Background: an optimization exercise with open tools, aiming at small area, a short achievable clock period and few clock cycles. Do not read the settings as production practice. Function was checked by simulation only, so behaviour that the tests miss may differ from the original. Power and IR drop assume default switching activity.

[design.v]
module magnitude(input logic [16:0] in, output logic [15:0] out);
    assign out = in[16] ? (~in[15:0] + 16'd1) : in[15:0];
endmodule
module mul_tree(
    input  logic [15:0] a,
    input  logic [15:0] b,
    output logic [31:0] ra,
    output logic [31:0] rb
);
    wire pp0_0 = a[0] & b[0];
    wire pp0_1 = a[1] & b[0];
    wire pp0_2 = a[2] & b[0];
    wire pp0_3 = a[3] & b[0];
    wire pp0_4 = a[4] & b[0];
    wire pp0_5 = a[5] & b[0];
    wire pp0_6 = a[6] & b[0];
    wire pp0_7 = a[7] & b[0];
    wire pp0_8 = a[8] & b[0];
    wire pp0_9 = a[9] & b[0];
    wire pp0_10 = a[10] & b[0];
    wire pp0_11 = a[11] & b[0];
    wire pp0_12 = a[12] & b[0];
    wire pp0_13 = a[13] & b[0];
    wire pp0_14 = a[14] & b[0];
    wire pp0_15 = a[15] & b[0];
    wire pp1_0 = a[0] & b[1];
    wire pp1_1 = a[1] & b[1];
    wire pp1_2 = a[2] & b[1];
    wire pp1_3 = a[3] & b[1];
    wire pp1_4 = a[4] & b[1];
    wire pp1_5 = a[5] & b[1];
    wire pp1_6 = a[6] & b[1];
    wire pp1_7 = a[7] & b[1];
    wire pp1_8 = a[8] & b[1];
    wire pp1_9 = a[9] & b[1];
    wire pp1_10 = a[10] & b[1];
    wire pp1_11 = a[11] & b[1];
    wire pp1_12 = a[12] & b[1];
    wire pp1_13 = a[13] & b[1];
    wire pp1_14 = a[14] & b[1];
    wire pp1_15 = a[15] & b[1];
    wire pp2_0 = a[0] & b[2];
    wire pp2_1 = a[1] & b[2];
    wire pp2_2 = a[2] & b[2];
    wire pp2_3 = a[3] & b[2];
    wire pp2_4 = a[4] & b[2];
    wire pp2_5 = a[5] & b[2];
    wire pp2_6 = a[6] & b[2];
    wire pp2_7 = a[7] & b[2];
    wire pp2_8 = a[8] & b[2];
    wire pp2_9 = a[9] & b[2];
    wire pp2_10 = a[10] & b[2];
    wire pp2_11 = a[11] & b[2];
    wire pp2_12 = a[12] & b[2];
    wire pp2_13 = a[13] & b[2];
    wire pp2_14 = a[14] & b[2];
    wire pp2_15 = a[15] & b[2];
    wire pp3_0 = a[0] & b[3];
    wire pp3_1 = a[1] & b[3];
    wire pp3_2 = a[2] & b[3];
    wire pp3_3 = a[3] & b[3];
    wire pp3_4 = a[4] & b[3];
    wire pp3_5 = a[5] & b[3];
    wire pp3_6 = a[6] & b[3];
    wire pp3_7 = a[7] & b[3];
    wire pp3_8 = a[8] & b[3];
    wire pp3_9 = a[9] & b[3];
    wire pp3_10 = a[10] & b[3];
    wire pp3_11 = a[11] & b[3];
    wire pp3_12 = a[12] & b[3];
    wire pp3_13 = a[13] & b[3];
    wire pp3_14 = a[14] & b[3];
    wire pp3_15 = a[15] & b[3];
    wire pp4_0 = a[0] & b[4];
    wire pp4_1 = a[1] & b[4];
    wire pp4_2 = a[2] & b[4];
    wire pp4_3 = a[3] & b[4];
    wire pp4_4 = a[4] & b[4];
    wire pp4_5 = a[5] & b[4];
    wire pp4_6 = a[6] & b[4];
    wire pp4_7 = a[7] & b[4];
    wire pp4_8 = a[8] & b[4];
    wire pp4_9 = a[9] & b[4];
    wire pp4_10 = a[10] & b[4];
    wire pp4_11 = a[11] & b[4];
    wire pp4_12 = a[12] & b[4];
    wire pp4_13 = a[13] & b[4];
    wire pp4_14 = a[14] & b[4];
    wire pp4_15 = a[15] & b[4];
    wire pp5_0 = a[0] & b[5];
    wire pp5_1 = a[1] & b[5];
    wire pp5_2 = a[2] & b[5];
    wire pp5_3 = a[3] & b[5];
    wire pp5_4 = a[4] & b[5];
    wire pp5_5 = a[5] & b[5];
    wire pp5_6 = a[6] & b[5];
    wire pp5_7 = a[7] & b[5];
    wire pp5_8 = a[8] & b[5];
    wire pp5_9 = a[9] & b[5];
    wire pp5_10 = a[10] & b[5];
    wire pp5_11 = a[11] & b[5];
    wire pp5_12 = a[12] & b[5];
    wire pp5_13 = a[13] & b[5];
    wire pp5_14 = a[14] & b[5];
    wire pp5_15 = a[15] & b[5];
    wire pp6_0 = a[0] & b[6];
    wire pp6_1 = a[1] & b[6];
    wire pp6_2 = a[2] & b[6];
    wire pp6_3 = a[3] & b[6];
    wire pp6_4 = a[4] & b[6];
    wire pp6_5 = a[5] & b[6];
    wire pp6_6 = a[6] & b[6];
    wire pp6_7 = a[7] & b[6];
    wire pp6_8 = a[8] & b[6];
    wire pp6_9 = a[9] & b[6];
    wire pp6_10 = a[10] & b[6];
    wire pp6_11 = a[11] & b[6];
    wire pp6_12 = a[12] & b[6];
    wire pp6_13 = a[13] & b[6];
    wire pp6_14 = a[14] & b[6];
    wire pp6_15 = a[15] & b[6];
    wire pp7_0 = a[0] & b[7];
    wire pp7_1 = a[1] & b[7];
    wire pp7_2 = a[2] & b[7];
    wire pp7_3 = a[3] & b[7];
    wire pp7_4 = a[4] & b[7];
    wire pp7_5 = a[5] & b[7];
    wire pp7_6 = a[6] & b[7];
    wire pp7_7 = a[7] & b[7];
    wire pp7_8 = a[8] & b[7];
    wire pp7_9 = a[9] & b[7];
    wire pp7_10 = a[10] & b[7];
    wire pp7_11 = a[11] & b[7];
    wire pp7_12 = a[12] & b[7];
    wire pp7_13 = a[13] & b[7];
    wire pp7_14 = a[14] & b[7];
    wire pp7_15 = a[15] & b[7];
    wire pp8_0 = a[0] & b[8];
    wire pp8_1 = a[1] & b[8];
    wire pp8_2 = a[2] & b[8];
    wire pp8_3 = a[3] & b[8];
    wire pp8_4 = a[4] & b[8];
    wire pp8_5 = a[5] & b[8];
    wire pp8_6 = a[6] & b[8];
    wire pp8_7 = a[7] & b[8];
    wire pp8_8 = a[8] & b[8];
    wire pp8_9 = a[9] & b[8];
    wire pp8_10 = a[10] & b[8];
    wire pp8_11 = a[11] & b[8];
    wire pp8_12 = a[12] & b[8];
    wire pp8_13 = a[13] & b[8];
    wire pp8_14 = a[14] & b[8];
    wire pp8_15 = a[15] & b[8];
    wire pp9_0 = a[0] & b[9];
    wire pp9_1 = a[1] & b[9];
    wire pp9_2 = a[2] & b[9];
    wire pp9_3 = a[3] & b[9];
    wire pp9_4 = a[4] & b[9];
    wire pp9_5 = a[5] & b[9];
    wire pp9_6 = a[6] & b[9];
    wire pp9_7 = a[7] & b[9];
    wire pp9_8 = a[8] & b[9];
    wire pp9_9 = a[9] & b[9];
    wire pp9_10 = a[10] & b[9];
    wire pp9_11 = a[11] & b[9];
    wire pp9_12 = a[12] & b[9];
    wire pp9_13 = a[13] & b[9];
    wire pp9_14 = a[14] & b[9];
    wire pp9_15 = a[15] & b[9];
    wire pp10_0 = a[0] & b[10];
    wire pp10_1 = a[1] & b[10];
    wire pp10_2 = a[2] & b[10];
    wire pp10_3 = a[3] & b[10];
    wire pp10_4 = a[4] & b[10];
    wire pp10_5 = a[5] & b[10];
    wire pp10_6 = a[6] & b[10];
    wire pp10_7 = a[7] & b[10];
    wire pp10_8 = a[8] & b[10];
    wire pp10_9 = a[9] & b[10];
    wire pp10_10 = a[10] & b[10];
    wire pp10_11 = a[11] & b[10];
    wire pp10_12 = a[12] & b[10];
    wire pp10_13 = a[13] & b[10];
    wire pp10_14 = a[14] & b[10];
    wire pp10_15 = a[15] & b[10];
    wire pp11_0 = a[0] & b[11];
    wire pp11_1 = a[1] & b[11];
    wire pp11_2 = a[2] & b[11];
    wire pp11_3 = a[3] & b[11];
    wire pp11_4 = a[4] & b[11];
    wire pp11_5 = a[5] & b[11];
    wire pp11_6 = a[6] & b[11];
    wire pp11_7 = a[7] & b[11];
    wire pp11_8 = a[8] & b[11];
    wire pp11_9 = a[9] & b[11];
    wire pp11_10 = a[10] & b[11];
    wire pp11_11 = a[11] & b[11];
    wire pp11_12 = a[12] & b[11];
    wire pp11_13 = a[13] & b[11];
    wire pp11_14 = a[14] & b[11];
    wire pp11_15 = a[15] & b[11];
    wire pp12_0 = a[0] & b[12];
    wire pp12_1 = a[1] & b[12];
    wire pp12_2 = a[2] & b[12];
    wire pp12_3 = a[3] & b[12];
    wire pp12_4 = a[4] & b[12];
    wire pp12_5 = a[5] & b[12];
    wire pp12_6 = a[6] & b[12];
    wire pp12_7 = a[7] & b[12];
    wire pp12_8 = a[8] & b[12];
    wire pp12_9 = a[9] & b[12];
    wire pp12_10 = a[10] & b[12];
    wire pp12_11 = a[11] & b[12];
    wire pp12_12 = a[12] & b[12];
    wire pp12_13 = a[13] & b[12];
    wire pp12_14 = a[14] & b[12];
    wire pp12_15 = a[15] & b[12];
    wire pp13_0 = a[0] & b[13];
    wire pp13_1 = a[1] & b[13];
    wire pp13_2 = a[2] & b[13];
    wire pp13_3 = a[3] & b[13];
    wire pp13_4 = a[4] & b[13];
    wire pp13_5 = a[5] & b[13];
    wire pp13_6 = a[6] & b[13];
    wire pp13_7 = a[7] & b[13];
    wire pp13_8 = a[8] & b[13];
    wire pp13_9 = a[9] & b[13];
    wire pp13_10 = a[10] & b[13];
    wire pp13_11 = a[11] & b[13];
    wire pp13_12 = a[12] & b[13];
    wire pp13_13 = a[13] & b[13];
    wire pp13_14 = a[14] & b[13];
    wire pp13_15 = a[15] & b[13];
    wire pp14_0 = a[0] & b[14];
    wire pp14_1 = a[1] & b[14];
    wire pp14_2 = a[2] & b[14];
    wire pp14_3 = a[3] & b[14];
    wire pp14_4 = a[4] & b[14];
    wire pp14_5 = a[5] & b[14];
    wire pp14_6 = a[6] & b[14];
    wire pp14_7 = a[7] & b[14];
    wire pp14_8 = a[8] & b[14];
    wire pp14_9 = a[9] & b[14];
    wire pp14_10 = a[10] & b[14];
    wire pp14_11 = a[11] & b[14];
    wire pp14_12 = a[12] & b[14];
    wire pp14_13 = a[13] & b[14];
    wire pp14_14 = a[14] & b[14];
    wire pp14_15 = a[15] & b[14];
    wire pp15_0 = a[0] & b[15];
    wire pp15_1 = a[1] & b[15];
    wire pp15_2 = a[2] & b[15];
    wire pp15_3 = a[3] & b[15];
    wire pp15_4 = a[4] & b[15];
    wire pp15_5 = a[5] & b[15];
    wire pp15_6 = a[6] & b[15];
    wire pp15_7 = a[7] & b[15];
    wire pp15_8 = a[8] & b[15];
    wire pp15_9 = a[9] & b[15];
    wire pp15_10 = a[10] & b[15];
    wire pp15_11 = a[11] & b[15];
    wire pp15_12 = a[12] & b[15];
    wire pp15_13 = a[13] & b[15];
    wire pp15_14 = a[14] & b[15];
    wire pp15_15 = a[15] & b[15];
    wire hs0 = pp0_13 ^ pp1_12;
    wire hc0 = pp0_13 & pp1_12;
    wire fs1 = pp0_14 ^ pp1_13 ^ pp2_12;
    wire fc1 = (pp0_14 & pp1_13) | (pp0_14 & pp2_12) | (pp1_13 & pp2_12);
    wire hs2 = pp3_11 ^ pp4_10;
    wire hc2 = pp3_11 & pp4_10;
    wire fs3 = pp0_15 ^ pp1_14 ^ pp2_13;
    wire fc3 = (pp0_15 & pp1_14) | (pp0_15 & pp2_13) | (pp1_14 & pp2_13);
    wire fs4 = pp3_12 ^ pp4_11 ^ pp5_10;
    wire fc4 = (pp3_12 & pp4_11) | (pp3_12 & pp5_10) | (pp4_11 & pp5_10);
    wire hs5 = pp6_9 ^ pp7_8;
    wire hc5 = pp6_9 & pp7_8;
    wire fs6 = pp1_15 ^ pp2_14 ^ pp3_13;
    wire fc6 = (pp1_15 & pp2_14) | (pp1_15 & pp3_13) | (pp2_14 & pp3_13);
    wire fs7 = pp4_12 ^ pp5_11 ^ pp6_10;
    wire fc7 = (pp4_12 & pp5_11) | (pp4_12 & pp6_10) | (pp5_11 & pp6_10);
    wire hs8 = pp7_9 ^ pp8_8;
    wire hc8 = pp7_9 & pp8_8;
    wire fs9 = pp2_15 ^ pp3_14 ^ pp4_13;
    wire fc9 = (pp2_15 & pp3_14) | (pp2_15 & pp4_13) | (pp3_14 & pp4_13);
    wire fs10 = pp5_12 ^ pp6_11 ^ pp7_10;
    wire fc10 = (pp5_12 & pp6_11) | (pp5_12 & pp7_10) | (pp6_11 & pp7_10);
    wire fs11 = pp3_15 ^ pp4_14 ^ pp5_13;
    wire fc11 = (pp3_15 & pp4_14) | (pp3_15 & pp5_13) | (pp4_14 & pp5_13);
    wire hs12 = pp0_9 ^ pp1_8;
    wire hc12 = pp0_9 & pp1_8;
    wire fs13 = pp0_10 ^ pp1_9 ^ pp2_8;
    wire fc13 = (pp0_10 & pp1_9) | (pp0_10 & pp2_8) | (pp1_9 & pp2_8);
    wire hs14 = pp3_7 ^ pp4_6;
    wire hc14 = pp3_7 & pp4_6;
    wire fs15 = pp0_11 ^ pp1_10 ^ pp2_9;
    wire fc15 = (pp0_11 & pp1_10) | (pp0_11 & pp2_9) | (pp1_10 & pp2_9);
    wire fs16 = pp3_8 ^ pp4_7 ^ pp5_6;
    wire fc16 = (pp3_8 & pp4_7) | (pp3_8 & pp5_6) | (pp4_7 & pp5_6);
    wire hs17 = pp6_5 ^ pp7_4;
    wire hc17 = pp6_5 & pp7_4;
    wire fs18 = pp0_12 ^ pp1_11 ^ pp2_10;
    wire fc18 = (pp0_12 & pp1_11) | (pp0_12 & pp2_10) | (pp1_11 & pp2_10);
    wire fs19 = pp3_9 ^ pp4_8 ^ pp5_7;
    wire fc19 = (pp3_9 & pp4_8) | (pp3_9 & pp5_7) | (pp4_8 & pp5_7);
    wire fs20 = pp6_6 ^ pp7_5 ^ pp8_4;
    wire fc20 = (pp6_6 & pp7_5) | (pp6_6 & pp8_4) | (pp7_5 & pp8_4);
    wire hs21 = pp9_3 ^ pp10_2;
    wire hc21 = pp9_3 & pp10_2;
    wire fs22 = pp2_11 ^ pp3_10 ^ pp4_9;
    wire fc22 = (pp2_11 & pp3_10) | (pp2_11 & pp4_9) | (pp3_10 & pp4_9);
    wire fs23 = pp5_8 ^ pp6_7 ^ pp7_6;
    wire fc23 = (pp5_8 & pp6_7) | (pp5_8 & pp7_6) | (pp6_7 & pp7_6);
    wire fs24 = pp8_5 ^ pp9_4 ^ pp10_3;
    wire fc24 = (pp8_5 & pp9_4) | (pp8_5 & pp10_3) | (pp9_4 & pp10_3);
    wire fs25 = pp11_2 ^ pp12_1 ^ pp13_0;
    wire fc25 = (pp11_2 & pp12_1) | (pp11_2 & pp13_0) | (pp12_1 & pp13_0);
    wire fs26 = pp5_9 ^ pp6_8 ^ pp7_7;
    wire fc26 = (pp5_9 & pp6_8) | (pp5_9 & pp7_7) | (pp6_8 & pp7_7);
    wire fs27 = pp8_6 ^ pp9_5 ^ pp10_4;
    wire fc27 = (pp8_6 & pp9_5) | (pp8_6 & pp10_4) | (pp9_5 & pp10_4);
    wire fs28 = pp11_3 ^ pp12_2 ^ pp13_1;
    wire fc28 = (pp11_3 & pp12_2) | (pp11_3 & pp13_1) | (pp12_2 & pp13_1);
    wire fs29 = pp14_0 ^ fs1 ^ hs2;
    wire fc29 = (pp14_0 & fs1) | (pp14_0 & hs2) | (fs1 & hs2);
    wire fs30 = pp8_7 ^ pp9_6 ^ pp10_5;
    wire fc30 = (pp8_7 & pp9_6) | (pp8_7 & pp10_5) | (pp9_6 & pp10_5);
    wire fs31 = pp11_4 ^ pp12_3 ^ pp13_2;
    wire fc31 = (pp11_4 & pp12_3) | (pp11_4 & pp13_2) | (pp12_3 & pp13_2);
    wire fs32 = pp14_1 ^ pp15_0 ^ fs3;
    wire fc32 = (pp14_1 & pp15_0) | (pp14_1 & fs3) | (pp15_0 & fs3);
    wire fs33 = fs4 ^ hs5 ^ fc1;
    wire fc33 = (fs4 & hs5) | (fs4 & fc1) | (hs5 & fc1);
    wire fs34 = pp9_7 ^ pp10_6 ^ pp11_5;
    wire fc34 = (pp9_7 & pp10_6) | (pp9_7 & pp11_5) | (pp10_6 & pp11_5);
    wire fs35 = pp12_4 ^ pp13_3 ^ pp14_2;
    wire fc35 = (pp12_4 & pp13_3) | (pp12_4 & pp14_2) | (pp13_3 & pp14_2);
    wire fs36 = pp15_1 ^ fs6 ^ fs7;
    wire fc36 = (pp15_1 & fs6) | (pp15_1 & fs7) | (fs6 & fs7);
    wire fs37 = hs8 ^ fc3 ^ fc4;
    wire fc37 = (hs8 & fc3) | (hs8 & fc4) | (fc3 & fc4);
    wire fs38 = pp8_9 ^ pp9_8 ^ pp10_7;
    wire fc38 = (pp8_9 & pp9_8) | (pp8_9 & pp10_7) | (pp9_8 & pp10_7);
    wire fs39 = pp11_6 ^ pp12_5 ^ pp13_4;
    wire fc39 = (pp11_6 & pp12_5) | (pp11_6 & pp13_4) | (pp12_5 & pp13_4);
    wire fs40 = pp14_3 ^ pp15_2 ^ fs9;
    wire fc40 = (pp14_3 & pp15_2) | (pp14_3 & fs9) | (pp15_2 & fs9);
    wire fs41 = fs10 ^ fc6 ^ fc7;
    wire fc41 = (fs10 & fc6) | (fs10 & fc7) | (fc6 & fc7);
    wire fs42 = pp6_12 ^ pp7_11 ^ pp8_10;
    wire fc42 = (pp6_12 & pp7_11) | (pp6_12 & pp8_10) | (pp7_11 & pp8_10);
    wire fs43 = pp9_9 ^ pp10_8 ^ pp11_7;
    wire fc43 = (pp9_9 & pp10_8) | (pp9_9 & pp11_7) | (pp10_8 & pp11_7);
    wire fs44 = pp12_6 ^ pp13_5 ^ pp14_4;
    wire fc44 = (pp12_6 & pp13_5) | (pp12_6 & pp14_4) | (pp13_5 & pp14_4);
    wire fs45 = pp15_3 ^ fs11 ^ fc9;
    wire fc45 = (pp15_3 & fs11) | (pp15_3 & fc9) | (fs11 & fc9);
    wire fs46 = pp4_15 ^ pp5_14 ^ pp6_13;
    wire fc46 = (pp4_15 & pp5_14) | (pp4_15 & pp6_13) | (pp5_14 & pp6_13);
    wire fs47 = pp7_12 ^ pp8_11 ^ pp9_10;
    wire fc47 = (pp7_12 & pp8_11) | (pp7_12 & pp9_10) | (pp8_11 & pp9_10);
    wire fs48 = pp10_9 ^ pp11_8 ^ pp12_7;
    wire fc48 = (pp10_9 & pp11_8) | (pp10_9 & pp12_7) | (pp11_8 & pp12_7);
    wire fs49 = pp13_6 ^ pp14_5 ^ pp15_4;
    wire fc49 = (pp13_6 & pp14_5) | (pp13_6 & pp15_4) | (pp14_5 & pp15_4);
    wire fs50 = pp5_15 ^ pp6_14 ^ pp7_13;
    wire fc50 = (pp5_15 & pp6_14) | (pp5_15 & pp7_13) | (pp6_14 & pp7_13);
    wire fs51 = pp8_12 ^ pp9_11 ^ pp10_10;
    wire fc51 = (pp8_12 & pp9_11) | (pp8_12 & pp10_10) | (pp9_11 & pp10_10);
    wire fs52 = pp11_9 ^ pp12_8 ^ pp13_7;
    wire fc52 = (pp11_9 & pp12_8) | (pp11_9 & pp13_7) | (pp12_8 & pp13_7);
    wire fs53 = pp6_15 ^ pp7_14 ^ pp8_13;
    wire fc53 = (pp6_15 & pp7_14) | (pp6_15 & pp8_13) | (pp7_14 & pp8_13);
    wire fs54 = pp9_12 ^ pp10_11 ^ pp11_10;
    wire fc54 = (pp9_12 & pp10_11) | (pp9_12 & pp11_10) | (pp10_11 & pp11_10);
    wire fs55 = pp7_15 ^ pp8_14 ^ pp9_13;
    wire fc55 = (pp7_15 & pp8_14) | (pp7_15 & pp9_13) | (pp8_14 & pp9_13);
    wire hs56 = pp0_6 ^ pp1_5;
    wire hc56 = pp0_6 & pp1_5;
    wire fs57 = pp0_7 ^ pp1_6 ^ pp2_5;
    wire fc57 = (pp0_7 & pp1_6) | (pp0_7 & pp2_5) | (pp1_6 & pp2_5);
    wire hs58 = pp3_4 ^ pp4_3;
    wire hc58 = pp3_4 & pp4_3;
    wire fs59 = pp0_8 ^ pp1_7 ^ pp2_6;
    wire fc59 = (pp0_8 & pp1_7) | (pp0_8 & pp2_6) | (pp1_7 & pp2_6);
    wire fs60 = pp3_5 ^ pp4_4 ^ pp5_3;
    wire fc60 = (pp3_5 & pp4_4) | (pp3_5 & pp5_3) | (pp4_4 & pp5_3);
    wire hs61 = pp6_2 ^ pp7_1;
    wire hc61 = pp6_2 & pp7_1;
    wire fs62 = pp2_7 ^ pp3_6 ^ pp4_5;
    wire fc62 = (pp2_7 & pp3_6) | (pp2_7 & pp4_5) | (pp3_6 & pp4_5);
    wire fs63 = pp5_4 ^ pp6_3 ^ pp7_2;
    wire fc63 = (pp5_4 & pp6_3) | (pp5_4 & pp7_2) | (pp6_3 & pp7_2);
    wire fs64 = pp8_1 ^ pp9_0 ^ hs12;
    wire fc64 = (pp8_1 & pp9_0) | (pp8_1 & hs12) | (pp9_0 & hs12);
    wire fs65 = pp5_5 ^ pp6_4 ^ pp7_3;
    wire fc65 = (pp5_5 & pp6_4) | (pp5_5 & pp7_3) | (pp6_4 & pp7_3);
    wire fs66 = pp8_2 ^ pp9_1 ^ pp10_0;
    wire fc66 = (pp8_2 & pp9_1) | (pp8_2 & pp10_0) | (pp9_1 & pp10_0);
    wire fs67 = fs13 ^ hs14 ^ hc12;
    wire fc67 = (fs13 & hs14) | (fs13 & hc12) | (hs14 & hc12);
    wire fs68 = pp8_3 ^ pp9_2 ^ pp10_1;
    wire fc68 = (pp8_3 & pp9_2) | (pp8_3 & pp10_1) | (pp9_2 & pp10_1);
    wire fs69 = pp11_0 ^ fs15 ^ fs16;
    wire fc69 = (pp11_0 & fs15) | (pp11_0 & fs16) | (fs15 & fs16);
    wire fs70 = hs17 ^ fc13 ^ hc14;
    wire fc70 = (hs17 & fc13) | (hs17 & hc14) | (fc13 & hc14);
    wire fs71 = pp11_1 ^ pp12_0 ^ fs18;
    wire fc71 = (pp11_1 & pp12_0) | (pp11_1 & fs18) | (pp12_0 & fs18);
    wire fs72 = fs19 ^ fs20 ^ hs21;
    wire fc72 = (fs19 & fs20) | (fs19 & hs21) | (fs20 & hs21);
    wire fs73 = fc15 ^ fc16 ^ hc17;
    wire fc73 = (fc15 & fc16) | (fc15 & hc17) | (fc16 & hc17);
    wire fs74 = hs0 ^ fs22 ^ fs23;
    wire fc74 = (hs0 & fs22) | (hs0 & fs23) | (fs22 & fs23);
    wire fs75 = fs24 ^ fs25 ^ fc18;
    wire fc75 = (fs24 & fs25) | (fs24 & fc18) | (fs25 & fc18);
    wire fs76 = fc19 ^ fc20 ^ hc21;
    wire fc76 = (fc19 & fc20) | (fc19 & hc21) | (fc20 & hc21);
    wire fs77 = hc0 ^ fs26 ^ fs27;
    wire fc77 = (hc0 & fs26) | (hc0 & fs27) | (fs26 & fs27);
    wire fs78 = fs28 ^ fs29 ^ fc22;
    wire fc78 = (fs28 & fs29) | (fs28 & fc22) | (fs29 & fc22);
    wire fs79 = fc23 ^ fc24 ^ fc25;
    wire fc79 = (fc23 & fc24) | (fc23 & fc25) | (fc24 & fc25);
    wire fs80 = hc2 ^ fs30 ^ fs31;
    wire fc80 = (hc2 & fs30) | (hc2 & fs31) | (fs30 & fs31);
    wire fs81 = fs32 ^ fs33 ^ fc26;
    wire fc81 = (fs32 & fs33) | (fs32 & fc26) | (fs33 & fc26);
    wire fs82 = fc27 ^ fc28 ^ fc29;
    wire fc82 = (fc27 & fc28) | (fc27 & fc29) | (fc28 & fc29);
    wire fs83 = hc5 ^ fs34 ^ fs35;
    wire fc83 = (hc5 & fs34) | (hc5 & fs35) | (fs34 & fs35);
    wire fs84 = fs36 ^ fs37 ^ fc30;
    wire fc84 = (fs36 & fs37) | (fs36 & fc30) | (fs37 & fc30);
    wire fs85 = fc31 ^ fc32 ^ fc33;
    wire fc85 = (fc31 & fc32) | (fc31 & fc33) | (fc32 & fc33);
    wire fs86 = hc8 ^ fs38 ^ fs39;
    wire fc86 = (hc8 & fs38) | (hc8 & fs39) | (fs38 & fs39);
    wire fs87 = fs40 ^ fs41 ^ fc34;
    wire fc87 = (fs40 & fs41) | (fs40 & fc34) | (fs41 & fc34);
    wire fs88 = fc35 ^ fc36 ^ fc37;
    wire fc88 = (fc35 & fc36) | (fc35 & fc37) | (fc36 & fc37);
    wire fs89 = fc10 ^ fs42 ^ fs43;
    wire fc89 = (fc10 & fs42) | (fc10 & fs43) | (fs42 & fs43);
    wire fs90 = fs44 ^ fs45 ^ fc38;
    wire fc90 = (fs44 & fs45) | (fs44 & fc38) | (fs45 & fc38);
    wire fs91 = fc39 ^ fc40 ^ fc41;
    wire fc91 = (fc39 & fc40) | (fc39 & fc41) | (fc40 & fc41);
    wire fs92 = fc11 ^ fs46 ^ fs47;
    wire fc92 = (fc11 & fs46) | (fc11 & fs47) | (fs46 & fs47);
    wire fs93 = fs48 ^ fs49 ^ fc42;
    wire fc93 = (fs48 & fs49) | (fs48 & fc42) | (fs49 & fc42);
    wire fs94 = fc43 ^ fc44 ^ fc45;
    wire fc94 = (fc43 & fc44) | (fc43 & fc45) | (fc44 & fc45);
    wire fs95 = pp14_6 ^ pp15_5 ^ fs50;
    wire fc95 = (pp14_6 & pp15_5) | (pp14_6 & fs50) | (pp15_5 & fs50);
    wire fs96 = fs51 ^ fs52 ^ fc46;
    wire fc96 = (fs51 & fs52) | (fs51 & fc46) | (fs52 & fc46);
    wire fs97 = fc47 ^ fc48 ^ fc49;
    wire fc97 = (fc47 & fc48) | (fc47 & fc49) | (fc48 & fc49);
    wire fs98 = pp12_9 ^ pp13_8 ^ pp14_7;
    wire fc98 = (pp12_9 & pp13_8) | (pp12_9 & pp14_7) | (pp13_8 & pp14_7);
    wire fs99 = pp15_6 ^ fs53 ^ fs54;
    wire fc99 = (pp15_6 & fs53) | (pp15_6 & fs54) | (fs53 & fs54);
    wire fs100 = fc50 ^ fc51 ^ fc52;
    wire fc100 = (fc50 & fc51) | (fc50 & fc52) | (fc51 & fc52);
    wire fs101 = pp10_12 ^ pp11_11 ^ pp12_10;
    wire fc101 = (pp10_12 & pp11_11) | (pp10_12 & pp12_10) | (pp11_11 & pp12_10);
    wire fs102 = pp13_9 ^ pp14_8 ^ pp15_7;
    wire fc102 = (pp13_9 & pp14_8) | (pp13_9 & pp15_7) | (pp14_8 & pp15_7);
    wire fs103 = fs55 ^ fc53 ^ fc54;
    wire fc103 = (fs55 & fc53) | (fs55 & fc54) | (fc53 & fc54);
    wire fs104 = pp8_15 ^ pp9_14 ^ pp10_13;
    wire fc104 = (pp8_15 & pp9_14) | (pp8_15 & pp10_13) | (pp9_14 & pp10_13);
    wire fs105 = pp11_12 ^ pp12_11 ^ pp13_10;
    wire fc105 = (pp11_12 & pp12_11) | (pp11_12 & pp13_10) | (pp12_11 & pp13_10);
    wire fs106 = pp14_9 ^ pp15_8 ^ fc55;
    wire fc106 = (pp14_9 & pp15_8) | (pp14_9 & fc55) | (pp15_8 & fc55);
    wire fs107 = pp9_15 ^ pp10_14 ^ pp11_13;
    wire fc107 = (pp9_15 & pp10_14) | (pp9_15 & pp11_13) | (pp10_14 & pp11_13);
    wire fs108 = pp12_12 ^ pp13_11 ^ pp14_10;
    wire fc108 = (pp12_12 & pp13_11) | (pp12_12 & pp14_10) | (pp13_11 & pp14_10);
    wire fs109 = pp10_15 ^ pp11_14 ^ pp12_13;
    wire fc109 = (pp10_15 & pp11_14) | (pp10_15 & pp12_13) | (pp11_14 & pp12_13);
    wire hs110 = pp0_4 ^ pp1_3;
    wire hc110 = pp0_4 & pp1_3;
    wire fs111 = pp0_5 ^ pp1_4 ^ pp2_3;
    wire fc111 = (pp0_5 & pp1_4) | (pp0_5 & pp2_3) | (pp1_4 & pp2_3);
    wire hs112 = pp3_2 ^ pp4_1;
    wire hc112 = pp3_2 & pp4_1;
    wire fs113 = pp2_4 ^ pp3_3 ^ pp4_2;
    wire fc113 = (pp2_4 & pp3_3) | (pp2_4 & pp4_2) | (pp3_3 & pp4_2);
    wire fs114 = pp5_1 ^ pp6_0 ^ hs56;
    wire fc114 = (pp5_1 & pp6_0) | (pp5_1 & hs56) | (pp6_0 & hs56);
    wire fs115 = pp5_2 ^ pp6_1 ^ pp7_0;
    wire fc115 = (pp5_2 & pp6_1) | (pp5_2 & pp7_0) | (pp6_1 & pp7_0);
    wire fs116 = fs57 ^ hs58 ^ hc56;
    wire fc116 = (fs57 & hs58) | (fs57 & hc56) | (hs58 & hc56);
    wire fs117 = pp8_0 ^ fs59 ^ fs60;
    wire fc117 = (pp8_0 & fs59) | (pp8_0 & fs60) | (fs59 & fs60);
    wire fs118 = hs61 ^ fc57 ^ hc58;
    wire fc118 = (hs61 & fc57) | (hs61 & hc58) | (fc57 & hc58);
    wire fs119 = fs62 ^ fs63 ^ fs64;
    wire fc119 = (fs62 & fs63) | (fs62 & fs64) | (fs63 & fs64);
    wire fs120 = fc59 ^ fc60 ^ hc61;
    wire fc120 = (fc59 & fc60) | (fc59 & hc61) | (fc60 & hc61);
    wire fs121 = fs65 ^ fs66 ^ fs67;
    wire fc121 = (fs65 & fs66) | (fs65 & fs67) | (fs66 & fs67);
    wire fs122 = fc62 ^ fc63 ^ fc64;
    wire fc122 = (fc62 & fc63) | (fc62 & fc64) | (fc63 & fc64);
    wire fs123 = fs68 ^ fs69 ^ fs70;
    wire fc123 = (fs68 & fs69) | (fs68 & fs70) | (fs69 & fs70);
    wire fs124 = fc65 ^ fc66 ^ fc67;
    wire fc124 = (fc65 & fc66) | (fc65 & fc67) | (fc66 & fc67);
    wire fs125 = fs71 ^ fs72 ^ fs73;
    wire fc125 = (fs71 & fs72) | (fs71 & fs73) | (fs72 & fs73);
    wire fs126 = fc68 ^ fc69 ^ fc70;
    wire fc126 = (fc68 & fc69) | (fc68 & fc70) | (fc69 & fc70);
    wire fs127 = fs74 ^ fs75 ^ fs76;
    wire fc127 = (fs74 & fs75) | (fs74 & fs76) | (fs75 & fs76);
    wire fs128 = fc71 ^ fc72 ^ fc73;
    wire fc128 = (fc71 & fc72) | (fc71 & fc73) | (fc72 & fc73);
    wire fs129 = fs77 ^ fs78 ^ fs79;
    wire fc129 = (fs77 & fs78) | (fs77 & fs79) | (fs78 & fs79);
    wire fs130 = fc74 ^ fc75 ^ fc76;
    wire fc130 = (fc74 & fc75) | (fc74 & fc76) | (fc75 & fc76);
    wire fs131 = fs80 ^ fs81 ^ fs82;
    wire fc131 = (fs80 & fs81) | (fs80 & fs82) | (fs81 & fs82);
    wire fs132 = fc77 ^ fc78 ^ fc79;
    wire fc132 = (fc77 & fc78) | (fc77 & fc79) | (fc78 & fc79);
    wire fs133 = fs83 ^ fs84 ^ fs85;
    wire fc133 = (fs83 & fs84) | (fs83 & fs85) | (fs84 & fs85);
    wire fs134 = fc80 ^ fc81 ^ fc82;
    wire fc134 = (fc80 & fc81) | (fc80 & fc82) | (fc81 & fc82);
    wire fs135 = fs86 ^ fs87 ^ fs88;
    wire fc135 = (fs86 & fs87) | (fs86 & fs88) | (fs87 & fs88);
    wire fs136 = fc83 ^ fc84 ^ fc85;
    wire fc136 = (fc83 & fc84) | (fc83 & fc85) | (fc84 & fc85);
    wire fs137 = fs89 ^ fs90 ^ fs91;
    wire fc137 = (fs89 & fs90) | (fs89 & fs91) | (fs90 & fs91);
    wire fs138 = fc86 ^ fc87 ^ fc88;
    wire fc138 = (fc86 & fc87) | (fc86 & fc88) | (fc87 & fc88);
    wire fs139 = fs92 ^ fs93 ^ fs94;
    wire fc139 = (fs92 & fs93) | (fs92 & fs94) | (fs93 & fs94);
    wire fs140 = fc89 ^ fc90 ^ fc91;
    wire fc140 = (fc89 & fc90) | (fc89 & fc91) | (fc90 & fc91);
    wire fs141 = fs95 ^ fs96 ^ fs97;
    wire fc141 = (fs95 & fs96) | (fs95 & fs97) | (fs96 & fs97);
    wire fs142 = fc92 ^ fc93 ^ fc94;
    wire fc142 = (fc92 & fc93) | (fc92 & fc94) | (fc93 & fc94);
    wire fs143 = fs98 ^ fs99 ^ fs100;
    wire fc143 = (fs98 & fs99) | (fs98 & fs100) | (fs99 & fs100);
    wire fs144 = fc95 ^ fc96 ^ fc97;
    wire fc144 = (fc95 & fc96) | (fc95 & fc97) | (fc96 & fc97);
    wire fs145 = fs101 ^ fs102 ^ fs103;
    wire fc145 = (fs101 & fs102) | (fs101 & fs103) | (fs102 & fs103);
    wire fs146 = fc98 ^ fc99 ^ fc100;
    wire fc146 = (fc98 & fc99) | (fc98 & fc100) | (fc99 & fc100);
    wire fs147 = fs104 ^ fs105 ^ fs106;
    wire fc147 = (fs104 & fs105) | (fs104 & fs106) | (fs105 & fs106);
    wire fs148 = fc101 ^ fc102 ^ fc103;
    wire fc148 = (fc101 & fc102) | (fc101 & fc103) | (fc102 & fc103);
    wire fs149 = pp15_9 ^ fs107 ^ fs108;
    wire fc149 = (pp15_9 & fs107) | (pp15_9 & fs108) | (fs107 & fs108);
    wire fs150 = fc104 ^ fc105 ^ fc106;
    wire fc150 = (fc104 & fc105) | (fc104 & fc106) | (fc105 & fc106);
    wire fs151 = pp13_12 ^ pp14_11 ^ pp15_10;
    wire fc151 = (pp13_12 & pp14_11) | (pp13_12 & pp15_10) | (pp14_11 & pp15_10);
    wire fs152 = fs109 ^ fc107 ^ fc108;
    wire fc152 = (fs109 & fc107) | (fs109 & fc108) | (fc107 & fc108);
    wire fs153 = pp11_15 ^ pp12_14 ^ pp13_13;
    wire fc153 = (pp11_15 & pp12_14) | (pp11_15 & pp13_13) | (pp12_14 & pp13_13);
    wire fs154 = pp14_12 ^ pp15_11 ^ fc109;
    wire fc154 = (pp14_12 & pp15_11) | (pp14_12 & fc109) | (pp15_11 & fc109);
    wire fs155 = pp12_15 ^ pp13_14 ^ pp14_13;
    wire fc155 = (pp12_15 & pp13_14) | (pp12_15 & pp14_13) | (pp13_14 & pp14_13);
    wire hs156 = pp0_3 ^ pp1_2;
    wire hc156 = pp0_3 & pp1_2;
    wire fs157 = pp2_2 ^ pp3_1 ^ pp4_0;
    wire fc157 = (pp2_2 & pp3_1) | (pp2_2 & pp4_0) | (pp3_1 & pp4_0);
    wire fs158 = pp5_0 ^ fs111 ^ hs112;
    wire fc158 = (pp5_0 & fs111) | (pp5_0 & hs112) | (fs111 & hs112);
    wire fs159 = fs113 ^ fs114 ^ fc111;
    wire fc159 = (fs113 & fs114) | (fs113 & fc111) | (fs114 & fc111);
    wire fs160 = fs115 ^ fs116 ^ fc113;
    wire fc160 = (fs115 & fs116) | (fs115 & fc113) | (fs116 & fc113);
    wire fs161 = fs117 ^ fs118 ^ fc115;
    wire fc161 = (fs117 & fs118) | (fs117 & fc115) | (fs118 & fc115);
    wire fs162 = fs119 ^ fs120 ^ fc117;
    wire fc162 = (fs119 & fs120) | (fs119 & fc117) | (fs120 & fc117);
    wire fs163 = fs121 ^ fs122 ^ fc119;
    wire fc163 = (fs121 & fs122) | (fs121 & fc119) | (fs122 & fc119);
    wire fs164 = fs123 ^ fs124 ^ fc121;
    wire fc164 = (fs123 & fs124) | (fs123 & fc121) | (fs124 & fc121);
    wire fs165 = fs125 ^ fs126 ^ fc123;
    wire fc165 = (fs125 & fs126) | (fs125 & fc123) | (fs126 & fc123);
    wire fs166 = fs127 ^ fs128 ^ fc125;
    wire fc166 = (fs127 & fs128) | (fs127 & fc125) | (fs128 & fc125);
    wire fs167 = fs129 ^ fs130 ^ fc127;
    wire fc167 = (fs129 & fs130) | (fs129 & fc127) | (fs130 & fc127);
    wire fs168 = fs131 ^ fs132 ^ fc129;
    wire fc168 = (fs131 & fs132) | (fs131 & fc129) | (fs132 & fc129);
    wire fs169 = fs133 ^ fs134 ^ fc131;
    wire fc169 = (fs133 & fs134) | (fs133 & fc131) | (fs134 & fc131);
    wire fs170 = fs135 ^ fs136 ^ fc133;
    wire fc170 = (fs135 & fs136) | (fs135 & fc133) | (fs136 & fc133);
    wire fs171 = fs137 ^ fs138 ^ fc135;
    wire fc171 = (fs137 & fs138) | (fs137 & fc135) | (fs138 & fc135);
    wire fs172 = fs139 ^ fs140 ^ fc137;
    wire fc172 = (fs139 & fs140) | (fs139 & fc137) | (fs140 & fc137);
    wire fs173 = fs141 ^ fs142 ^ fc139;
    wire fc173 = (fs141 & fs142) | (fs141 & fc139) | (fs142 & fc139);
    wire fs174 = fs143 ^ fs144 ^ fc141;
    wire fc174 = (fs143 & fs144) | (fs143 & fc141) | (fs144 & fc141);
    wire fs175 = fs145 ^ fs146 ^ fc143;
    wire fc175 = (fs145 & fs146) | (fs145 & fc143) | (fs146 & fc143);
    wire fs176 = fs147 ^ fs148 ^ fc145;
    wire fc176 = (fs147 & fs148) | (fs147 & fc145) | (fs148 & fc145);
    wire fs177 = fs149 ^ fs150 ^ fc147;
    wire fc177 = (fs149 & fs150) | (fs149 & fc147) | (fs150 & fc147);
    wire fs178 = fs151 ^ fs152 ^ fc149;
    wire fc178 = (fs151 & fs152) | (fs151 & fc149) | (fs152 & fc149);
    wire fs179 = fs153 ^ fs154 ^ fc151;
    wire fc179 = (fs153 & fs154) | (fs153 & fc151) | (fs154 & fc151);
    wire fs180 = pp15_12 ^ fs155 ^ fc153;
    wire fc180 = (pp15_12 & fs155) | (pp15_12 & fc153) | (fs155 & fc153);
    wire fs181 = pp13_15 ^ pp14_14 ^ pp15_13;
    wire fc181 = (pp13_15 & pp14_14) | (pp13_15 & pp15_13) | (pp14_14 & pp15_13);
    wire hs182 = pp0_2 ^ pp1_1;
    wire hc182 = pp0_2 & pp1_1;
    wire fs183 = pp2_1 ^ pp3_0 ^ hs156;
    wire fc183 = (pp2_1 & pp3_0) | (pp2_1 & hs156) | (pp3_0 & hs156);
    wire fs184 = hs110 ^ fs157 ^ hc156;
    wire fc184 = (hs110 & fs157) | (hs110 & hc156) | (fs157 & hc156);
    wire fs185 = hc110 ^ fs158 ^ fc157;
    wire fc185 = (hc110 & fs158) | (hc110 & fc157) | (fs158 & fc157);
    wire fs186 = hc112 ^ fs159 ^ fc158;
    wire fc186 = (hc112 & fs159) | (hc112 & fc158) | (fs159 & fc158);
    wire fs187 = fc114 ^ fs160 ^ fc159;
    wire fc187 = (fc114 & fs160) | (fc114 & fc159) | (fs160 & fc159);
    wire fs188 = fc116 ^ fs161 ^ fc160;
    wire fc188 = (fc116 & fs161) | (fc116 & fc160) | (fs161 & fc160);
    wire fs189 = fc118 ^ fs162 ^ fc161;
    wire fc189 = (fc118 & fs162) | (fc118 & fc161) | (fs162 & fc161);
    wire fs190 = fc120 ^ fs163 ^ fc162;
    wire fc190 = (fc120 & fs163) | (fc120 & fc162) | (fs163 & fc162);
    wire fs191 = fc122 ^ fs164 ^ fc163;
    wire fc191 = (fc122 & fs164) | (fc122 & fc163) | (fs164 & fc163);
    wire fs192 = fc124 ^ fs165 ^ fc164;
    wire fc192 = (fc124 & fs165) | (fc124 & fc164) | (fs165 & fc164);
    wire fs193 = fc126 ^ fs166 ^ fc165;
    wire fc193 = (fc126 & fs166) | (fc126 & fc165) | (fs166 & fc165);
    wire fs194 = fc128 ^ fs167 ^ fc166;
    wire fc194 = (fc128 & fs167) | (fc128 & fc166) | (fs167 & fc166);
    wire fs195 = fc130 ^ fs168 ^ fc167;
    wire fc195 = (fc130 & fs168) | (fc130 & fc167) | (fs168 & fc167);
    wire fs196 = fc132 ^ fs169 ^ fc168;
    wire fc196 = (fc132 & fs169) | (fc132 & fc168) | (fs169 & fc168);
    wire fs197 = fc134 ^ fs170 ^ fc169;
    wire fc197 = (fc134 & fs170) | (fc134 & fc169) | (fs170 & fc169);
    wire fs198 = fc136 ^ fs171 ^ fc170;
    wire fc198 = (fc136 & fs171) | (fc136 & fc170) | (fs171 & fc170);
    wire fs199 = fc138 ^ fs172 ^ fc171;
    wire fc199 = (fc138 & fs172) | (fc138 & fc171) | (fs172 & fc171);
    wire fs200 = fc140 ^ fs173 ^ fc172;
    wire fc200 = (fc140 & fs173) | (fc140 & fc172) | (fs173 & fc172);
    wire fs201 = fc142 ^ fs174 ^ fc173;
    wire fc201 = (fc142 & fs174) | (fc142 & fc173) | (fs174 & fc173);
    wire fs202 = fc144 ^ fs175 ^ fc174;
    wire fc202 = (fc144 & fs175) | (fc144 & fc174) | (fs175 & fc174);
    wire fs203 = fc146 ^ fs176 ^ fc175;
    wire fc203 = (fc146 & fs176) | (fc146 & fc175) | (fs176 & fc175);
    wire fs204 = fc148 ^ fs177 ^ fc176;
    wire fc204 = (fc148 & fs177) | (fc148 & fc176) | (fs177 & fc176);
    wire fs205 = fc150 ^ fs178 ^ fc177;
    wire fc205 = (fc150 & fs178) | (fc150 & fc177) | (fs178 & fc177);
    wire fs206 = fc152 ^ fs179 ^ fc178;
    wire fc206 = (fc152 & fs179) | (fc152 & fc178) | (fs179 & fc178);
    wire fs207 = fc154 ^ fs180 ^ fc179;
    wire fc207 = (fc154 & fs180) | (fc154 & fc179) | (fs180 & fc179);
    wire fs208 = fc155 ^ fs181 ^ fc180;
    wire fc208 = (fc155 & fs181) | (fc155 & fc180) | (fs181 & fc180);
    wire fs209 = pp14_15 ^ pp15_14 ^ fc181;
    wire fc209 = (pp14_15 & pp15_14) | (pp14_15 & fc181) | (pp15_14 & fc181);
    assign ra = {1'b0, pp15_15, fs209, fs208, fs207, fs206, fs205, fs204, fs203, fs202, fs201, fs200, fs199, fs198, fs197, fs196, fs195, fs194, fs193, fs192, fs191, fs190, fs189, fs188, fs187, fs186, fs185, fs184, fs183, pp2_0, pp0_1, pp0_0};
    assign rb = {1'b0, fc209, fc208, fc207, fc206, fc205, fc204, fc203, fc202, fc201, fc200, fc199, fc198, fc197, fc196, fc195, fc194, fc193, fc192, fc191, fc190, fc189, fc188, fc187, fc186, fc185, fc184, fc183, hc182, hs182, pp1_0, 1'b0};
endmodule
module fir_filter(
    input  logic        clk,
    input  logic        n_rst,
    input  logic        start_sample,    
    input  logic        start_load,      
    input  logic [15:0] new_sample,      
    input  logic [63:0] coeff_regs,      
    output logic        busy,
    output logic        err,
    output logic [16:0] r_q              
);
    logic [15:0] x0, x1, x2;             
    logic [15:0] f0, f1, f2, f3;         
    logic [16:0] q3;                     
    logic [16:0] qd;                     
    logic        e1, e2;                 
    logic [3:0]  s1;                     
    logic [3:0]  s2;                     
    logic        ld;                     
    logic [15:0] ma, mb;
    logic [31:0] ra, rb;                 
    logic [31:0] pa, pb;                 
    assign x0 = new_sample;
    always_comb begin
        ma = s1[1] ? x1 : (s1[2] ? x2 : x0);
        mb = ({16{s1[0]}} & f0) | ({16{s1[3]}} & f1) | ({16{s1[1]}} & f2) | ({16{s1[2]}} & f3);
    end
    mul_tree tree(.a(ma), .b(mb), .ra(ra), .rb(rb));
    always_ff @(posedge clk) begin
        pa <= ra;
        pb <= rb;
    end
    logic [14:0] lo;
    logic        c15;
    logic [16:0] ph;
    assign {c15, lo} = {1'b0, pa[14:0]} + {1'b0, pb[14:0]};
    assign ph = pa[31:15] + pb[31:15] + {16'd0, c15};
    logic [18:0] ea, eb, na, nq3;
    logic [18:0] s1a, c1a, s2a, c2a;
    logic [18:0] t3, t4;
    always_comb begin
        ea  = {2'b00, pa[31:15]};
        eb  = {2'b00, pb[31:15]};
        if (s2[3]) na = ~{3'b000, qd[16] ? 16'd0 : qd[15:0]};
        else       na = ~{{2{qd[16]}}, qd};
        nq3 = ~{3'b000, q3[15:0]};
        s1a = ea ^ eb ^ na;
        c1a = {((ea & eb) | (ea & na) | (eb & na)), c15};
        t3  = s1a + c1a + 19'd1;
        s2a = s1a ^ c1a ^ nq3;
        c2a = {((s1a & c1a) | (s1a & nq3) | (c1a & nq3)), 1'b1};
        t4  = s2a + c2a + 19'd1;
    end
    logic        ovf3, ovf4, e_next;
    logic [16:0] r;
    always_comb begin
        ovf3 = ~e2 & ~t3[18] & t3[16];
        ovf4 = t4[18] & ~t4[16];
        e_next = 1'b1;
        if (ph[16])                      r = 17'd0;
        else if (e1)                     r = {1'b0, ph[15:0]};
        else if (e2 | ovf3 | q3[16])     r = t3[16:0];
        else begin
            r = t4[16:0];
            e_next = ovf4;
        end
    end
    wire acc = s2[0];
    always_ff @(posedge clk, negedge n_rst) begin
        if (!n_rst) begin
            x1 <= '0; x2 <= '0;
            f0 <= '0; f1 <= '0; f2 <= '0; f3 <= '0;
            q3 <= '0; qd <= '0; e1 <= 1'b0; e2 <= 1'b0;
            s1 <= '0; s2 <= '0; ld <= 1'b0;
            busy <= 1'b0; err <= 1'b0; r_q <= '0;
        end else begin
            if (start_sample) begin
                x1 <= x0;
                x2 <= x1;
            end
            if (start_load) begin
                f0 <= coeff_regs[15:0];
                f1 <= coeff_regs[31:16];
                f2 <= coeff_regs[47:32];
                f3 <= coeff_regs[63:48];
            end
            if (s2[1]) qd <= ph;
            if (s2[2]) q3 <= ph;
            if (s2[3]) begin
                qd <= t3[16:0];
                e1 <= ph[16];
                e2 <= qd[16];
            end
            if (acc) begin
                r_q <= r;
                err <= e_next;
            end else if (start_load) begin
                err <= 1'b0;
            end
            if (start_sample)    s1 <= 4'b0001;
            else if (start_load) s1 <= 4'b0010;
            else                 s1 <= {s1[2:0], 1'b0};
            s2 <= s1;
            if (start_sample)    ld <= 1'b0;
            else if (start_load) ld <= 1'b1;
            busy <= start_sample | start_load | (~ld & s1[0]) | (ld & (s1[1] | s1[2] | s1[3]));
        end
    end
endmodule
module ahb_lite_fir_filter(
    input logic clk,
    input logic n_rst,
    input logic hsel,
    input logic [3:0] haddr,
    input logic hsize,
    input logic [1:0] htrans,
    input logic hwrite,
    input logic [15:0] hwdata,
    output logic [15:0] hrdata,
    output logic hresp
);
    logic        wr_q;           
    logic [3:0]  a_q;
    logic        sz_q;
    logic [13:4][7:0] regs;      
    logic [7:1]  reg14;          
    logic        busy, err;
    logic [15:0] fir_out;
    logic [16:0] r_q;
    logic [13:4] be;
    assign hresp = hsel & ((hwrite & ((haddr <= 4'd3) | (haddr == 4'd15)))
                         | (~hwrite & (haddr == 4'd15)));
    always_comb begin
        for (int i = 4; i <= 13; i++)
            be[i] = wr_q & (a_q[3:1] == i[3:1]) & (sz_q | (a_q[0] == i[0]));
    end
    wire be14 = wr_q & (a_q == 4'd14);
    wire start_sample = be[4] | be[5];
    wire start_load = be14 & hwdata[0];
    always_ff @(posedge clk, negedge n_rst) begin
        if (!n_rst) begin
            wr_q <= 1'b0;
            a_q <= '0;
            sz_q <= 1'b0;
            for (int i = 4; i <= 13; i++) regs[i] <= '0;
            reg14 <= '0;
        end else begin
            wr_q <= hsel & (htrans != 2'b00) & hwrite & ~hresp;
            a_q <= haddr;
            sz_q <= hsize;
            for (int i = 4; i <= 13; i++)
                if (be[i]) regs[i] <= i[0] ? hwdata[15:8] : hwdata[7:0];
            if (be14) reg14 <= hwdata[0] ? 7'd0 : hwdata[7:1];
        end
    end
    magnitude mag_u(.in(r_q), .out(fir_out));
    logic [7:0] rb [0:15];
    always_comb begin
        rb[0] = {7'd0, busy};
        rb[1] = {7'd0, err};
        rb[2] = fir_out[7:0];
        rb[3] = fir_out[15:8];
        for (int i = 4; i <= 13; i++) rb[i] = regs[i];
        rb[14] = {reg14, 1'b0};
        rb[15] = 8'd0;
        hrdata[15:8] = (a_q == 4'd14 || (!sz_q && !a_q[0])) ? 8'd0 : rb[{a_q[3:1], 1'b1}];
        hrdata[7:0]  = (!sz_q && a_q[0]) ? 8'd0 : rb[{a_q[3:1], 1'b0}];
    end
    fir_filter filt(
        .clk(clk), .n_rst(n_rst),
        .start_sample(start_sample), .start_load(start_load),
        .new_sample({regs[5], regs[4]}),
        .coeff_regs({regs[13], regs[12], regs[11], regs[10], regs[9], regs[8], regs[7], regs[6]}),
        .busy(busy), .err(err), .r_q(r_q)
    );
endmodule
[run.sh]
#!/bin/bash
# synth_recipe.tcl (not shown) runs the flow's synth.tcl, then flattens the netlist and writes it again
# the make line also repeats each setting of config.mk as NAME=value (left out here)
make -C /OpenROAD-flow-scripts/flow DESIGN_CONFIG=/design/flow/config.mk WORK_HOME=/design/flow/orfs CLKGATE_MAP_FILE= SYNTH_SCRIPT=/design/flow/synth_recipe.tcl finish
[config.mk]
export PLATFORM = sky130hd
export DESIGN_NAME = ahb_lite_fir_filter
export DESIGN_NICKNAME = ahb_lite_fir_filter
export VERILOG_FILES = /design/flow/design.v
export SDC_FILE = /design/flow/constraint.sdc
export NUM_CORES = 4
export LEC_CHECK = 0
export CAP_MARGIN = 20
export CORE_MARGIN = 2
export CORE_UTILIZATION = 40
export SETUP_SLACK_MARGIN = 5
export SLEW_MARGIN = 20
export TNS_END_PERCENT = 100
[constraint.sdc]
create_clock -name core_clock -period 10.0 [get_ports {clk}]
set_input_delay 2.0000 -clock core_clock [delete_from_list [all_inputs] [get_ports {clk}]]
set_output_delay 2.0000 -clock core_clock [all_outputs]
set_load 0.01 [all_outputs]
==> qor.csv, run 1 <==
stage;metric;value;unit
power;PD cells;191;nW/um^2
routing;wire per inst;20.2;microns
sta;Final Max Tran Viols;4;
critical_path;WS Path Type;flop to primary output;
clocking;CTS root buffer;clkbuf_16;
power;LEAKAGE;11.7;nW
die;core area;55300;sq um
sta;RSZ-0062 raised after global routing;yes;
clocking;CTS tree;built;
synthesis;Syn Area/Cell;10.1;sq um
routing;DR pass1 iterations;7;
die;full die area;58000;sq um
critical_path;crit end category;primary output;
sta;Final Skew;20.0;ps
synthesis;Post-synth EDFFs;0;
min_path;Hold Path Class;flop to flop;
synthesis;synthesized netlist cell count;2222;
cells_and_area;Layout area overhead;14.7;%
critical_path;Worst Path Max Fanout;29;
global_routing;global route overflow;0;
global_routing;largest net degree at the start of global routing;134;
routing;First DRT Iteration DRCs;1097;
routing;DRC Markers;0;
sta;fin crit share;49.5;%
placement;I/O Buffers;43;
clocking;Worst-Skew Late Latency;570;ps
clocking;CTS Hold Bufs;0;
cells_and_area;ANT cells;0;
outcome;status;finished with violations;
synthesis;ys flop type;dfrtp_1;
critical_path;CP Launch Type;flop;
routing;total number of vias;16578;
sta;Worst Tran Pin Value;1590;ps
sta;Setup TNS Final;0;ps
synthesis;syn_nets;2560;
flow_run;max-cap viol count;1;
clocking;Clock Sink Count;313;
clocking;clk slew on worst S/H paths;60;ps
sta;Final Hold Fails;0;
routing;Routed Antenna Nets;0;
global_routing;vias in the first global route;17532;
routing;DR top layer;met5;
synthesis;Synth cell types;74;
routing;met2 WL;29200;microns
clocking;htree depth;2;
cells_and_area;Fill cells;5133;
cells_and_area;share of cells above drive strength 1;19.3;%
die;chip width;241;microns
sta;final setup vio count;0;
die;row count;86;
routing;Via density;5.42;
global_routing;first-pass GRT wire length;98200;microns
sta;Max Freq;202;MHz
global_routing;Global Route Usage Sum;21.9;%
synthesis;mapped cell area;22400;sq um
synthesis;Yosys warnings;3;
critical_path;crit path DAT;2950;ps
critical_path;Required @ worst endpoint;8000;ps
routing;wl on met1;26900;microns
placement;HPWL Detailed;43000;microns
power;Overall Power;4.90;mW
sta;Final min period;4950;ps
die;initial core utilization;40.6;%
synthesis;sequential share of the synthesized area;33.6;%
synthesis;Async SR Flop Fraction;80.8;%
clocking;TritonCTS Buffers;38;
die;chip height;241;microns
die;Ports;44;
power;Max IR drop VDD;0.124;mV
sta;Max-slew headroom;-8.52;%
clocking;Max Root-Sink Buffers;3;
placement;GP Congestion;0.887;
outcome;SO Faults;capacitance limit, slew limit;
routing;routed wire length;61700;microns
cells_and_area;nets;2621;
routing;DR WL met3;4210;microns
global_routing;initial antenna violation count;2;
synthesis;register bit total from synthesis;313;
==> sequential cells by signal (all words and copies together), names as in the netlist, 4 cells and up <==
name and flops:
reg14 7, filt.r_q 17, regs 80, filt.f3 16, filt.x1 16, filt.pa 30, filt.q3 17, filt.f0 16
filt.f1 16, filt.s2 4, filt.s1 4, filt.qd 17, a_q 4, filt.x2 16, filt.pb 30, filt.f2 16
==> logic make-up after synthesis <==
| logic type | after synthesis | share of synthesized area, % |
|---|---|---|
| and+or+nand+nor | 623 | 12.4 |
| buffers and inverters | 398 | 6.74 |
| DFF | 313 | 33.6 |
| adders and majority gates | 311 | 25.1 |
| AOI/OAI and AO/OA | 305 | 9.25 |
| muxes | 222 | 11.0 |
| xor gates and xnor gates | 50 | 1.95 |
==> placed cells by master, fill, tap and decap left out, types with 15 or more instances in the layout <==
cell type / n
a22oi_1: 18
or2_2: 57
a22o_1: 20
nor2_1: 288
ha_1: 79
a221oi_2: 19
mux2i_1: 50
dfrtp_1: 242
nand2_1: 167
dfxtp_1: 60
and2_1: 20
buf_4: 61
xnor2_1: 34
nor2b_1: 15
o21ai_0: 54
clkbuf_16: 41
clkdlybuf4s50_1: 32
a21o_1: 16
fa_1: 231
a21oi_1: 79
inv_1: 300
mux2_2: 169
==> timing repair <==
item                                    in CTS  in global routing
buffers inserted                             5                 20
endpoints found under the setup margin      57                 44
pin swaps                                   10                  8
resized for setup                           61                 34
gates cloned                                 0                  2
==> worst max-delay path, stage by stage, from the launching register on <==
cell	delay (ps)
dfrtp_1	320
buf_4	380
nor2b_1	110
buf_4	200
nand2_1	70
o21ai_0	80
a222oi_1	580
nor2_1	130
clkdlybuf4s50_1	510
==> power by group <==
| part | leakage (nW) | internal (mW) | switching (mW) |
|---|---|---|---|
| logic | 7.26 | 0.789 | 1.02 |
| clock network | 0.644 | 0.853 | 0.581 |
| registers | 3.78 | 1.45 | 0.212 |
==> synth_stat cells, types with 14 or more instances <==
cell type	instances	area, sq um
a21o_1	16	120
a21oi_1	83	415
a221oi_1	31	272
a22o_1	20	175
a22oi_1	18	135
and2_1	21	131
clkbuf_1	78	293
dfrtp_1	253	6330
dfxtp_1	60	1200
fa_1	232	4640
ha_1	79	988
inv_1	300	1130
mux2_2	169	1900
mux2i_1	50	500
nand2_1	169	634
nor2_1	289	1080
nor2b_1	16	100
o21a_1	14	105
o21ai_0	58	290
or2_2	57	357
xnor2_1	39	342
==> area by class of cell <==
class / instances / area (sq um) / area share, %
clock inverter: 13 / 165 / 0.642
multi-input combinational: 1512 / 13800 / 53.5
tap: 748 / 936 / 3.64
inverter: 304 / 1140 / 4.43
clock buffer: 56 / 1140 / 4.43
sequential: 313 / 7550 / 29.4
timing repair buffer: 114 / 1020 / 3.97
==> per-stage QoR <==
| stage | std cells | utilization, % | cell area (sq um) | hold WS, ps | setup slack [ps] |
|---|---|---|---|---|---|
| 6_report | 3060 | 46.5 | 25700 | 476 | 5050 |
| 3_5_place_dp | 2963 | 43.2 | 23900 | 463 | 4310 |
| 3_3_place_gp | 2963 | 43.2 | 23900 | 457 | 4440 |
| 2_1_floorplan | 2222 | - | 22400 | 352 | 5010 |
| 5_1_grt | 3060 | 46.5 | 25700 | 510 | 4900 |
| 4_1_cts | 3037 | 46.0 | 25400 | 477 | 5000 |
==> worst paths after layout <==
check	start	endpoint	slack [ps]	depth (start not counted)
min in group asynchronous	n_rst	filt.f0[10]$_DFFE_PN0P_	1390	1
setup reg to reg	filt.s1[0]$_DFF_PN0_	filt.pa[17]$_DFF_P_	5130	11
max in group asynchronous	n_rst	filt.r_q[5]$_DFFE_PN0P_	6820	3
hold reg to reg	filt.x2[10]$_DFFE_PN0N_	filt.x2[10]$_DFFE_PN0N_	480	2
setup / recovery	a_q[2]$_DFF_PN0_	hrdata[3]	5050	8
hold / removal	filt.x2[10]$_DFFE_PN0N_	filt.x2[10]$_DFFE_PN0N_	480	2
==> per-layer routing <==
| metal | global-route usage, % | vias up |
|---|---|---|
| li1 | - | 7356 |
| met1 | 29.6 | 8480 |
| met2 | 35.7 | 627 |
| met3 | 4.51 | 113 |
| met4 | 6.00 | 2 |
| met5 | 0 | - |
==> run 2, diff against run 1 <==
--- a/config.mk
+++ b/config.mk
@@ -8,6 +8,6 @@
 export CAP_MARGIN = 20
 export CORE_MARGIN = 2
 export CORE_UTILIZATION = 40
-export SETUP_SLACK_MARGIN = 5
+export SETUP_SLACK_MARGIN = 4.5
 export SLEW_MARGIN = 20
 export TNS_END_PERCENT = 100
==> run 2 against run 1 <==
Effect of this change: the run now finishes clean; synthesized area unchanged; sequential share of layout area increased by 0.46 points; die area unchanged; maximum frequency decreased by 8.0%; wire length decreased by 1.9%; non-clock buffer count decreased by 29; highest routed layer is now met4; critical endpoint is now hrdata[14]; count of clock-buffer cells in the layout decreased by 1.
==> qor.csv, run 2 <==
stage;metric;value;unit;change
outcome;status;finished clean;;was finished with violations
global_routing;initial antenna violation count;0;;was 2
cells_and_area;Layout area overhead;12.7;%;was 14.7%
synthesis;ys flop type;dfrtp_1;;unchanged
placement;HPWL Detailed;43000;microns;about the same
synthesis;Syn Area/Cell;10.1;sq um;unchanged
synthesis;sequential share of the synthesized area;33.6;%;unchanged
sta;Final min period;5380;ps;was 4950 ps
synthesis;syn_nets;2560;;unchanged
cells_and_area;Final Cell Area;25300;sq um;was 25700 sq um
synthesis;Async SR Flop Fraction;80.8;%;unchanged
placement;Placed Area;23900;sq um;about the same
synthesis;share of the synthesized area in the top cell type;28.2;%;unchanged
clocking;Clock Sink Count;313;;unchanged
cells_and_area;nets;2591;;was 2621
synthesis;register bit total from synthesis;313;;unchanged
cells_and_area;Largest register FFs;80;;unchanged
die;Ports;44;;unchanged
routing;First DRT Iteration DRCs;1029;;was 1097
global_routing;vias in the first global route;17411;;was 17532
die;row count;86;;unchanged
clocking;htree depth;2;;unchanged
power;LEAKAGE;11.5;nW;was 11.7 nW
die;initial core utilization;40.6;%;unchanged
synthesis;commonest cells in the netlist;inv_1, nor2_1, dfrtp_1, fa_1;;unchanged
clocking;CTS Hold Bufs;0;;unchanged
routing;DRC Markers;0;;unchanged
synthesis;Yosys top cell by area;dfrtp_1;;unchanged
die;chip width;241;microns;unchanged
synthesis;Yosys warnings;3;;unchanged
sta;RSZ-0062 raised after global routing;yes;;unchanged
routing;Routed Antenna Nets;0;;unchanged
routing;routed wire length;60500;microns;was 61700 microns
clocking;TritonCTS Buffers;38;;unchanged
cells_and_area;ANT cells;0;;unchanged
synthesis;Post-synth EDFFs;0;;unchanged
clocking;CTS root buffer;clkbuf_16;;unchanged
placement;GP Congestion;0.883;;was 0.887
sta;final setup vio count;0;;unchanged
cells_and_area;Reg with most FFs;regs;;unchanged
critical_path;cells on worst reg2reg path;13;;was 11
sta;Worst Tran Pin Value;1130;ps;was 1590 ps
sta;Final Max Tran Viols;0;;was 4
min_path;worst hold path cell count;2;;unchanged
synthesis;mapped cell area;22400;sq um;unchanged
cells_and_area;leading cell types in the layout, fill and taps excluded;inv_1, nor2_1, dfrtp_1;;unchanged
critical_path;WS Path Type;flop to primary output;;unchanged
critical_path;CP Launch Type;flop;;unchanged
synthesis;Synth cell types;74;;unchanged
routing;DR pass1 iterations;5;;was 7
critical_path;Worst Path Max Fanout;5;;was 29
sta;Final Skew;22.2;ps;was 20.0 ps
min_path;Hold Path Class;flop to flop;;unchanged
placement;I/O Buffers;43;;unchanged
routing;total number of vias;16182;;was 16578
sta;Max-slew headroom;24.5;%;was -8.52%
critical_path;crit end category;primary output;;unchanged
power;PD cells;190;nW/um^2;was 191 nW/um^2
routing;wire per inst;20.0;microns;was 20.2 microns
power;Max IR drop VDD;0.132;mV;was 0.124 mV
synthesis;most common cell in the synthesized netlist;inv_1;;unchanged
die;chip height;241;microns;unchanged
critical_path;crit path DAT;3380;ps;was 2950 ps
sta;Setup TNS Final;0;ps;unchanged
die;core area;55300;sq um;unchanged
cells_and_area;commonest non-fill, non-tap cell in the layout;inv_1;;unchanged
synthesis;dominant cells by area after synthesis;dfrtp_1, fa_1, mux2_2;;unchanged
cells_and_area;share of cells above drive strength 1;16.7;%;was 19.3%
global_routing;global route overflow;0;;unchanged
flow_run;max-cap viol count;0;;was 1
synthesis;synthesized netlist cell count;2222;;unchanged
global_routing;largest net degree at the start of global routing;124;;was 134
cells_and_area;Largest regs;regs: 80 flops, filt.pa: 30 flops, filt.pb: 30 flops;;unchanged
sta;fin crit share;53.8;%;was 49.5%
clocking;clk slew on worst S/H paths;60;ps;about the same
clocking;Max Root-Sink Buffers;3;;unchanged
power;Overall Power;4.81;mW;was 4.90 mW
global_routing;Global Route Usage Sum;21.8;%;was 21.9%
sta;Final Hold Fails;0;;unchanged
clocking;Worst-Skew Late Latency;570;ps;about the same
die;full die area;58000;sq um;unchanged
cells_and_area;final core utilization;45.7;%;was 46.5%
critical_path;Required @ worst endpoint;8000;ps;about the same
sta;Max Freq;186;MHz;was 202 MHz
clocking;CTS tree;built;;unchanged
global_routing;first-pass GRT wire length;97900;microns;was 98200 microns
routing;Via density;5.34;;was 5.42
-- run 2: stage by stage --
stage / setup WS, ps / hold WS [ps] / instances
floorplan: 4740 / 352 / 2222
global placement: 4460 / 451 / 2961
detailed placement: 4320 / 463 / 2961
CTS: 4520 / 479 / 3031
global route: 4450 / 493 / 3031
finish: 4620 / 478 / 3031
-- run 2: metal layers --
metal  wire length, microns  GRT usage, %
met2                  28500          35.6
met5                      0             0
met3                   3330          2.69
met1                  27200          30.4
met4                   1510          6.45
-- run 2: logic make-up (layout without fill, tap and decap cells) --
family                   Yosys count  in the layout  share of synthesized area, %
adder cells (fa/ha/maj)          311            311                          25.1
multiplexers                     222            222                          11.0
AND/OR/NAND/NOR                  623            623                          12.4
AO/OA/AOI/OAI                    305            305                          9.25
flip-flops                       313            313                          33.6
buffers and inverters            398            459                          6.74
XOR/XNOR                          50             50                          1.95
-- run 2: path summary, 6_finish.rpt --
kind	startpoint	slack [ps]	endpoint
max in group asynchronous	n_rst	6940	filt.qd[3]$_DFFE_PN0P_
worst max-delay path	filt.r_q[0]$_DFFE_PN0P_	4620	hrdata[14]
min in group asynchronous	n_rst	1510	regs[30]$_DFFE_PN0P_
worst min register to register	filt.x2[9]$_DFFE_PN0N_	480	filt.x2[9]$_DFFE_PN0N_
worst min-delay path	filt.x2[9]$_DFFE_PN0N_	480	filt.x2[9]$_DFFE_PN0N_
worst max register to register	filt.s1[0]$_DFF_PN0_	4720	filt.pa[18]$_DFF_P_
-- run 2: worst max-delay path: stages, from the launching register on --
cell and delay (ps):
dfrtp_1 490, inv_1 100, ha_1 160, nand2_1 60
or2_2 290, or3_1 440, o21ai_1 200, xnor2_1 250
a21oi_1 140, nor2_1 120, clkdlybuf4s50_1 540
-- run 2: what timing repair did --
action,in CTS,in global routing
resized for setup,4,8
setup buffers,0,0
setup endpoints to repair,29,12
cloned,0,0
-- run 2: area by class of cell --
cell class                 count  area (sq um)
clock buffer                  55          1140
clock inverter                15           230
fill                        5241         30000
inverter                     304          1140
multi-input combinational   1511         13600
sequential                   313          7540
tap                          748           936
timing repair buffer          85           751
-- run 2: report_power, final --
part / internal, mW / total (mW) / switching [mW]
Clock: 0.906 / 1.50 / 0.593
Combinational: 0.706 / 1.66 / 0.958
Sequential: 1.45 / 1.65 / 0.204
Total: 3.06 / 4.81 / 1.76

## static timing again, ports no longer ideal
In the flow no input, the clock included, has a driving cell. The finished layouts below were timed again as built, in two steps.
Step 1: set_driving_cell puts a clkbuf_16 on clk and a buf_2 on each other input, an assumption about the parent block.
Step 2, shift: input delay + t, output delay - t, t = (earliest + latest rising clock arrival at the registers) / 2. This alone moves slack from input paths to output paths.
a / b / c = ideal / step 1 / step 2; a / b = the first two.
run | t (ns) | setup slack, ns | cell pins on the clock port's net
run 1 | 0.620 | 5.045 / 4.987 / 5.099 | 1
run 2 | 0.624 | 4.615 / 4.553 / 4.633 | 1
